Background: an optimization exercise with open tools, aiming at small area. Do not read the settings as production practice.
Where RTL was checked, it was by simulation tests only, not by an equivalence proof against the original.
Power is estimated from default activity; no workload was simulated.

==> 06-17: inputs <==
## adc_top
module adc_top (
    input  wire                clk,
    input  wire                rstn,
    input  wire signed [4:0]   dat_in,
    output wire                clk_vld_out,
    output wire signed [31:0]  dat_out
);
    reg  [8:0] cnt;       
    reg  [5:0] ph;        
    reg        clr;       
    reg        vld;
    always @(posedge clk or negedge rstn) begin
        if (!rstn) begin
            cnt <= 9'd0;
            ph  <= 6'd0;
            clr <= 1'b1;
            vld <= 1'b0;
        end else begin
            cnt <= cnt + 9'd1;
            ph  <= (ph == 6'd34) ? 6'd0 : ph + 6'd1;
            if (ph == 6'd34)
                clr <= 1'b0;
            vld <= (cnt == 9'd452);
        end
    end
    wire rend = (ph == 6'd34);         
    wire cap  = (cnt[5:0] == 6'd1);    
    reg       cpend;
    reg [2:0] ckk;
    reg       e0v, e1e, e2e, e3v, e3w, e4v;
    reg [2:0] e0k;
    reg [1:0] e1k, e2k;
    always @(posedge clk or negedge rstn) begin
        if (!rstn) begin
            cpend <= 1'b0; ckk <= 3'd0;
            e0v <= 1'b0; e1e <= 1'b0; e2e <= 1'b0; e3v <= 1'b0; e3w <= 1'b0; e4v <= 1'b0;
            e0k <= 3'd0; e1k <= 2'd0; e2k <= 2'd0;
        end else if (rend) begin
            e0v <= cpend | cap;
            e0k <= cap ? cnt[8:6] : ckk;
            cpend <= 1'b0;
            e1e <= e0v & ~e0k[0]; e1k <= e0k[2:1];
            e2e <= e1e;           e2k <= e1k;
            e3v <= e2e & (e2k == 2'd0);
  ...
export LEC_CHECK = 0
export CAP_MARGIN = 20
export CORE_MARGIN = 2
export CORE_UTILIZATION = 55
export CTS_CLUSTER_DIAMETER = 100
export CTS_CLUSTER_SIZE = 30
export SLEW_MARGIN = 20
create_clock -name core_clock -period 30.0 [get_ports {clk}]
run.sh (not shown) runs the stock make flow with config.mk's settings and CLKGATE_MAP_FILE= SYNTH_SCRIPT=/design/flow/synth_recipe.tcl, a recipe that flattens the netlist after the stock synthesis.
==> 03-10 (differences from 06-17) <==
--- a/flow/design.v
+++ b/flow/design.v
@@ -78,27 +78,25 @@
     wire        first = (ph == 6'd0);
     wire [3:0]  cin = first ? 4'b1111 : bc;
     wire        a1 = d0;
     wire        p1 = l1[0], p2 = l2[0], p3 = l3[0], p4 = l4[0];
     wire        d1 = a1 ^ ~p1 ^ cin[0];
     wire        d2 = d1 ^ ~p2 ^ cin[1];
     wire        d3 = d2 ^ ~p3 ^ cin[2];
     wire        d4 = d3 ^ ~p4 ^ cin[3];
-    wire        take = pass & ~clr;
-    wire        keep = ~(pass | clr);
     always @(posedge clk) begin
         bc[0] <= (a1 & ~p1) | (a1 & cin[0]) | (~p1 & cin[0]);
         bc[1] <= (d1 & ~p2) | (d1 & cin[1]) | (~p2 & cin[1]);
         bc[2] <= (d2 & ~p3) | (d2 & cin[2]) | (~p3 & cin[2]);
         bc[3] <= (d3 & ~p4) | (d3 & cin[3]) | (~p4 & cin[3]);
-        l1 <= {(take & a1) | (keep & p1), l1[34:1]};
-        l2 <= {(take & d1) | (keep & p2), l2[34:1]};
-        l3 <= {(take & d2) | (keep & p3), l3[34:1]};
-        l4 <= {(take & d3) | (keep & p4), l4[34:1]};
+        l1 <= {~clr & (pass ? a1 : p1), l1[34:1]};
+        l2 <= {~clr & (pass ? d1 : p2), l2[34:1]};
+        l3 <= {~clr & (pass ? d2 : p3), l3[34:1]};
+        l4 <= {~clr & (pass ? d3 : p4), l4[34:1]};
     end
     assign y = d4;
 endmodule
 `timescale 1ns/1ps
 module cic_comp_filter (
     input               clk,
     input       [5:0]   ph,
     input               clr,
@@ -260,61 +258,55 @@
     input           str,
     input           shift_e,
     input           shift_o,
     output [13:0]   cl,
     output [2:0]    hl_e,
     output [1:0]    hl_o
 );
     wire [13:0] lco;
-    wire lc_take = shift_c & ~clr;
-    wire lc_keep = ~(shift_c | clr);
     genvar g_lc;
     generate for (g_lc = 0; g_lc < 14; g_lc = g_lc + 1) begin : gl_lc
         reg [34:0] r;
-        wire pv;
+        wire nb;
         if (g_lc == 0) begin : h
-            assign pv = ystr;
+            assign nb = shift_c ? ystr : r[0];
         end else begin : t
-            assign pv = lco[g_lc-1];
+            assign nb = shift_c ? lco[g_lc-1] : r[0];
         end
         always @(posedge clk)
-            r <= {(lc_take & pv) | (lc_keep & r[0]), r[34:1]};
+            r <= {~clr & nb, r[34:1]};
         assign lco[g_lc] = r[0];
     end endgenerate
     wire [2:0] leo;
-    wire le_take = shift_e & ~clr;
-    wire le_keep = ~(shift_e | clr);
     genvar g_le;
     generate for (g_le = 0; g_le < 3; g_le = g_le + 1) begin : gl_le
         reg [34:0] r;
-        wire pv;
+        wire nb;
         if (g_le == 0) begin : h
-            assign pv = str;
+            assign nb = shift_e ? str : r[0];
         end else begin : t
-            assign pv = leo[g_le-1];
+            assign nb = shift_e ? leo[g_le-1] : r[0];
         end
         always @(posedge clk)
-            r <= {(le_take & pv) | (le_keep & r[0]), r[34:1]};
+            r <= {~clr & nb, r[34:1]};
         assign leo[g_le] = r[0];
     end endgenerate
     wire [1:0] loo;
-    wire lo_take = shift_o & ~clr;
-    wire lo_keep = ~(shift_o | clr);
     genvar g_lo;
     generate for (g_lo = 0; g_lo < 2; g_lo = g_lo + 1) begin : gl_lo
         reg [34:0] r;
-        wire pv;
+        wire nb;
         if (g_lo == 0) begin : h
-            assign pv = str;
+            assign nb = shift_o ? str : r[0];
         end else begin : t
-            assign pv = loo[g_lo-1];
+            assign nb = shift_o ? loo[g_lo-1] : r[0];
         end
         always @(posedge clk)
-            r <= {(lo_take & pv) | (lo_keep & r[0]), r[34:1]};
+            r <= {~clr & nb, r[34:1]};
         assign loo[g_lo] = r[0];
     end endgenerate
     assign cl   = lco;
     assign hl_e = leo;
     assign hl_o = loo;
 endmodule
 `timescale 1ns/1ps
 module hb2_filter (
@@ -326,45 +318,41 @@
     input           w_evt,
     input           din,
     output          str,
     output          sign
 );
     wire sgn = (ph == 6'd34);
     wire rb  = (ph == 6'd0);
     wire [36:0] leo;
-    wire le_take = v_evt & ~clr;
-    wire le_keep = ~(v_evt | clr);
     genvar g_le;
     generate for (g_le = 0; g_le < 37; g_le = g_le + 1) begin : gl_le
         reg [34:0] r;
-        wire pv;
+        wire nb;
         if (g_le == 0) begin : h
-            assign pv = din;
+            assign nb = v_evt ? din : r[0];
         end else begin : t
-            assign pv = leo[g_le-1];
+            assign nb = v_evt ? leo[g_le-1] : r[0];
         end
         always @(posedge clk)
-            r <= {(le_take & pv) | (le_keep & r[0]), r[34:1]};
+            r <= {~clr & nb, r[34:1]};
         assign leo[g_le] = r[0];
     end endgenerate
     wire [17:0] loo;
-    wire lo_take = w_evt & ~clr;
-    wire lo_keep = ~(w_evt | clr);
     genvar g_lo;
     generate for (g_lo = 0; g_lo < 18; g_lo = g_lo + 1) begin : gl_lo
         reg [34:0] r;
-        wire pv;
+        wire nb;
         if (g_lo == 0) begin : h
-            assign pv = din;
+            assign nb = w_evt ? din : r[0];
         end else begin : t
-            assign pv = loo[g_lo-1];
+            assign nb = w_evt ? loo[g_lo-1] : r[0];
         end
         always @(posedge clk)
-            r <= {(lo_take & pv) | (lo_keep & r[0]), r[34:1]};
+            r <= {~clr & nb, r[34:1]};
         assign loo[g_lo] = r[0];
     end endgenerate
     reg [3:0] p;
     reg       f;
     wire go = ~clr & (((p != 4'd6) && (p != 4'd9)) || ((p == 4'd6) && w_evt) || ((p == 4'd9) && v_evt));
     always @(posedge clk or negedge rstn) begin
         if (!rstn) begin
             p <= 4'd7;
CAP_MARGIN = 0   (was 20)
CORE_UTILIZATION = 60   (was 55)
SLEW_MARGIN = 0   (was 20)
==> 04-07 (differences from 06-17) <==
--- a/flow/design.v
+++ b/flow/design.v
@@ -11,17 +11,17 @@
     reg        any;
     reg [22:0] sr;
     reg [22:0] mant;
     reg [7:0]  expo;
     reg        sg;
     wire act  = start && (ph != 6'd0);
     wire st   = start && (ph == 6'd1);
     wire anye = st ? 1'b0 : any;
-    wire ab   = rd ^ (sign & anye);
+    wire ab   = rd ^ (sg & anye);       
     always @(posedge clk) begin
         rd  <= din;
         any <= anye | rd;
         sr  <= {act & ab, sr[22:1]};
         if (st) begin
             mant <= 23'd0;
             expo <= 8'd0;
             sg   <= sign;
@@ -40,34 +40,39 @@
     input  signed [4:0]     dat_in,
     input         [5:0]     ph,
     input                   cap,
     input                   rend,
     input                   pass,
     input                   clr,
     output                  y
 );
-    reg signed [34:0] s1, s2, s3, s4, a5;
+    reg signed [34:0] s1, s2, s3, s4;
+    reg        [34:0] a5;        
+    reg               f0;        
     reg        [34:0] c;         
     reg        [4:0]  chi;       
     reg               rep;       
     wire [34:0] n1, n2, n3, n4, n5;
     rca #(35) r1 (.a(s1), .b({{30{dat_in[4]}}, dat_in}), .ci(1'b0), .s(n1));
     rca #(35) r2 (.a(s2), .b(s1), .ci(1'b0), .s(n2));
     rca #(35) r3 (.a(s3), .b(s2), .ci(1'b0), .s(n3));
     rca #(35) r4 (.a(s4), .b(s3), .ci(1'b0), .s(n4));
-    rca #(35) r5 (.a(a5 & {35{~cap}}), .b(s4), .ci(1'b0), .s(n5));
+    rca #(35) r5 (.a(a5 & {35{~(cap | f0)}}), .b(s4), .ci(1'b0), .s(n5));
     always @(posedge clk or negedge rstn) begin
         if (!rstn) begin
-            s1 <= 35'd0; s2 <= 35'd0; s3 <= 35'd0; s4 <= 35'd0; a5 <= 35'd0;
+            s1 <= 35'd0; s2 <= 35'd0; s3 <= 35'd0; s4 <= 35'd0;
+            f0 <= 1'b1;
         end else begin
-            s1 <= n1; s2 <= n2; s3 <= n3; s4 <= n4; a5 <= n5;
+            s1 <= n1; s2 <= n2; s3 <= n3; s4 <= n4;
+            f0 <= 1'b0;
         end
     end
     always @(posedge clk) begin
+        a5 <= n5;
         if (cap) begin
             c   <= a5;
             chi <= c[34:30];
         end
         if (rend)
             rep <= 1'b0;
         else if (cap)
             rep <= 1'b1;
@@ -100,16 +105,17 @@
 `timescale 1ns/1ps
 module cic_comp_filter (
     input               clk,
     input       [5:0]   ph,
     input               clr,
     input               pB,
     input               pA,
     input               pQ,
+    input               orot,
     input               ystr,
     input       [13:0]  cl,
     input       [2:0]   hl_e,
     input       [1:0]   hl_o,
     output              str
 );
     wire sgn = (ph == 6'd34);
     wire rb  = (ph == 6'd0);
@@ -227,34 +233,32 @@
             endcase
         end
     end
     wire first = pB | pQ;
     reg  signed [30:0] acc;
     reg         [34:0] lr;
     reg         [29:0] hr;
     reg         [4:0]  dly;
-    reg                pfirst;
     wire               lb = ~first & lr[0];
     wire        [31:0] ae = rb ? 32'd0 : {acc[30], acc};
     wire        [31:0] sum;
     wire [31:0] cs_s, cs_k;
     csa #(32) c0 (.a(ae), .b(x12), .c(x34), .s(cs_s), .k(cs_k));
     rca #(32) ra (.a(cs_s), .b(cs_k), .ci(lb), .s(sum));
     wire        [29:0] hn;
-    rca #(30) rh (.a(hr & {30{~(rb & pfirst)}}), .b(acc[29:0] & {30{rb}}), .ci(1'b0), .s(hn));
+    rca #(30) rh (.a(hr), .b(acc[29:0] & {30{rb}}), .ci(1'b0), .s(hn));
+    wire               hsh = (orot | clr) & (ph >= 6'd5);
     always @(posedge clk) begin
         acc <= sum[31:1];
         lr  <= {sum[0], lr[34:1]};
         dly <= {sum[0], dly[4:1]};
-        hr <= hn;
-        if (sgn)
-            pfirst <= first;
+        hr <= hsh ? {1'b0, hr[29:1]} : hn;
     end
-    assign str = (ph < 6'd5) ? dly[0] : hr[ph - 6'd5];
+    assign str = (ph < 6'd5) ? dly[0] : hr[0];
 endmodule
 `timescale 1ns/1ps
 module hb1_filter (
     input           clk,
     input           clr,
     input           ystr,
     input           shift_c,
     input           str,
@@ -319,16 +323,17 @@
 `timescale 1ns/1ps
 module hb2_filter (
     input           clk,
     input           rstn,
     input   [5:0]   ph,
     input           clr,
     input           v_evt,
     input           w_evt,
+    input           orot,
     input           din,
     output          str,
     output          sign
 );
     wire sgn = (ph == 6'd34);
     wire rb  = (ph == 6'd0);
     wire [36:0] leo;
     wire le_take = v_evt & ~clr;
@@ -437,34 +442,32 @@
         endcase
     end
     wire [31:0] x2 = s2 ? k2 : 32'd0;
     wire first = go & f;
     reg  signed [30:0] acc;
     reg         [34:0] lr;
     reg         [29:0] hr;
     reg         [4:0]  dly;
-    reg                pfirst;
     wire               lb = ~first & lr[0];
     wire        [31:0] ae = rb ? 32'd0 : {acc[30], acc};
     wire        [31:0] sum;
     wire [31:0] ta_s, ta_k;
     csa #(32) c0 (.a(ae), .b(x1), .c(x2), .s(ta_s), .k(ta_k));
     rca #(32) ra (.a(ta_s), .b(ta_k), .ci(lb), .s(sum));
     wire        [29:0] hn;
-    rca #(30) rh (.a(hr & {30{~(rb & pfirst)}}), .b(acc[29:0] & {30{rb}}), .ci(1'b0), .s(hn));
+    rca #(30) rh (.a(hr), .b(acc[29:0] & {30{rb}}), .ci(1'b0), .s(hn));
+    wire               hsh = (orot | clr) & (ph >= 6'd5);
     always @(posedge clk) begin
         acc <= sum[31:1];
         lr  <= {sum[0], lr[34:1]};
         dly <= {sum[0], dly[4:1]};
-        hr <= hn;
-        if (sgn)
-            pfirst <= first;
+        hr <= hsh ? {1'b0, hr[29:1]} : hn;
     end
-    assign str  = (ph < 6'd5) ? dly[0] : hr[ph - 6'd5];
+    assign str  = (ph < 6'd5) ? dly[0] : hr[0];
     assign sign = hr[29];
 endmodule
 `timescale 1ns/1ps
 module adc_top (
     input  wire                clk,
     input  wire                rstn,
     input  wire signed [4:0]   dat_in,
     output wire                clk_vld_out,
@@ -485,64 +488,57 @@
             ph  <= (ph == 6'd34) ? 6'd0 : ph + 6'd1;
             if (ph == 6'd34)
                 clr <= 1'b0;
             vld <= (cnt == 9'd452);
         end
     end
     wire rend = (ph == 6'd34);         
     wire cap  = (cnt[5:0] == 6'd1);    
-    reg       cpend;
-    reg [2:0] ckk;
     reg       e0v, e1e, e2e, e3v, e3w, e4v;
     reg [2:0] e0k;
     reg [1:0] e1k, e2k;
     always @(posedge clk or negedge rstn) begin
         if (!rstn) begin
-            cpend <= 1'b0; ckk <= 3'd0;
             e0v <= 1'b0; e1e <= 1'b0; e2e <= 1'b0; e3v <= 1'b0; e3w <= 1'b0; e4v <= 1'b0;
             e0k <= 3'd0; e1k <= 2'd0; e2k <= 2'd0;
         end else if (rend) begin
-            e0v <= cpend | cap;
-            e0k <= cap ? cnt[8:6] : ckk;
-            cpend <= 1'b0;
+            e0v <= (cnt[5:0] != 6'd0) && (cnt[5:0] <= 6'd35);
+            e0k <= cnt[8:6];
             e1e <= e0v & ~e0k[0]; e1k <= e0k[2:1];
             e2e <= e1e;           e2k <= e1k;
             e3v <= e2e & (e2k == 2'd0);
             e3w <= e2e & (e2k == 2'd2);
             e4v <= e3v;
-        end else if (cap) begin
-            cpend <= 1'b1;
-            ckk   <= cnt[8:6];
         end
     end
     wire ystr;                  
     wire e1str;                 
     wire e2str;                 
     wire e2sign;
     cic_filter u_cic (
         .clk(clk), .rstn(rstn), .dat_in(dat_in), .ph(ph), .cap(cap),
         .rend(rend), .pass(e0v), .clr(clr), .y(ystr)
     );
     wire [13:0] cl;             
     wire [2:0]  hl_e;           
     wire [1:0]  hl_o;           
     cic_comp_filter u_comp (
         .clk(clk), .ph(ph), .clr(clr),
-        .pB(e0v & ~e0k[0]), .pA(e1e), .pQ(e2e & ~e2k[0]),
+        .pB(e0v & ~e0k[0]), .pA(e1e), .pQ(e2e & ~e2k[0]), .orot(e2e | e3v | e3w),
         .ystr(ystr), .cl(cl), .hl_e(hl_e), .hl_o(hl_o), .str(e1str)
     );
     hb1_filter u_hb1 (
         .clk(clk), .clr(clr), .ystr(ystr), .shift_c(e0v),
         .str(e1str), .shift_e(e2e & ~e2k[0]), .shift_o(e2e & e2k[0]),
         .cl(cl), .hl_e(hl_e), .hl_o(hl_o)
     );
     hb2_filter u_hb2 (
         .clk(clk), .rstn(rstn), .ph(ph), .clr(clr),
-        .v_evt(e3v), .w_evt(e3w),
+        .v_evt(e3v), .w_evt(e3w), .orot(e4v),
         .din(e1str), .str(e2str), .sign(e2sign)
     );
     fix2float u_fix2float (
         .clk(clk), .ph(ph), .start(e4v),
         .din(e2str), .sign(e2sign), .float_o(dat_out)
     );
     assign clk_vld_out = vld;
 endmodule
ABC_AREA = 1   (was default)
CORE_UTILIZATION = 60   (was 55)
CTS_CLUSTER_DIAMETER = 90   (was 100)
CTS_CLUSTER_SIZE = 32   (was 30)
==> comparison <==
06-17 completed without violations. 04-07 finished with timing, DRC and antenna clean. 03-10 ran to the end with violations: antenna violations. Utilization: 03-10 > 04-07 > 06-17. In sequential power, 06-17 and 03-10 hardly differ. In 03-10 the worst setup slack is higher than in 06-17, by 0.75 ns. Against 06-17, the worst hold slack of 03-10 is higher by 0.010 ns. Non-clock buffer count: 04-07 < 06-17 < 03-10. Combinational power, lowest first: 04-07, 06-17, 03-10. Against 04-07, the die area of 06-17 is larger by 10%. In 06-17 the fmax is smaller than in 04-07, by about 4%.
==> figures <==
Outcome: 04-07 finished clean; 06-17 finished clean; 03-10 failed layout checks
Violated checks: 04-07 -; 06-17 -; 03-10 antenna violations
Detailed-route vias per instance: 04-07 4.547; 06-17 4.594; 03-10 4.717
Number of fill cells: 04-07 9863; 06-17 11110; 03-10 9796
Simple-gate area share of the yosys netlist: 04-07 3.860%; 06-17 3.857%; 03-10 3.823%
Pre-CTS setup slack: 04-07 8.992 ns; 06-17 8.044 ns; 03-10 8.828 ns
Mean instance size in the synthesized netlist: 04-07 15.44 um^2; 06-17 16.63 um^2; 03-10 16.66 um^2
Horizontal die dimension: 04-07 372.3 um; 06-17 390.7 um; 03-10 373.9 um
Register-to-register setup slack: 04-07 10.59 ns; 06-17 10.50 ns; 03-10 11.08 ns
Internal: 04-07 5.415 mW; 06-17 5.479 mW; 03-10 5.488 mW
Switching Fraction: 04-07 21.83%; 06-17 21.87%; 03-10 21.91%
DR pass1 iterations: 04-07 5; 06-17 6; 03-10 6
Footprint of the flip-flops and latches: 04-07 66460 um^2; 06-17 66780 um^2; 03-10 66780 um^2
M1 WL: 04-07 56.00 mm; 06-17 59.15 mm; 03-10 59.52 mm
Placed cell count: 04-07 7032; 06-17 6827; 03-10 6662
Via count: 04-07 32650; 06-17 32090; 03-10 32190
Area of the core: 04-07 135100 um^2; 06-17 148000 um^2; 03-10 135600 um^2
Relative slew slack: 04-07 25.91%; 06-17 27.58%; 03-10 31.63%
Routed len/inst: 04-07 15.18 um; 06-17 15.91 um; 03-10 16.15 um
The RTL of 03-10 was laid out without a check of its function.

-- re-timing with driven ports --
Ports are ideal in the flow. The routed layouts listed here were re-timed in OpenROAD.
Step 1, drivers: a clkbuf_16 drives clk and a buf_2 each remaining input, both assumed.
Step 2 also shifts input and output timing later by t, the mid clock arrival at the registers, as if the neighbouring blocks saw the same clock.
Slacks: ideal / step 1 / step 2; pairs: ideal / step 1.
run | t (ns) | slack for setup (ns) | worst setup path at the end
06-17 | 0.831 | 9.042 / 9.096 / 8.266 | input to register
03-10 | 0.825 | 9.788 / 9.840 / 9.015 | input to register
04-07 | 0.822 | 9.931 / 9.978 / 9.156 | input to register
For 06-17, which loses most, drivers alone change the setup slack by +0.054 ns; drivers and shift together by -0.776 ns.
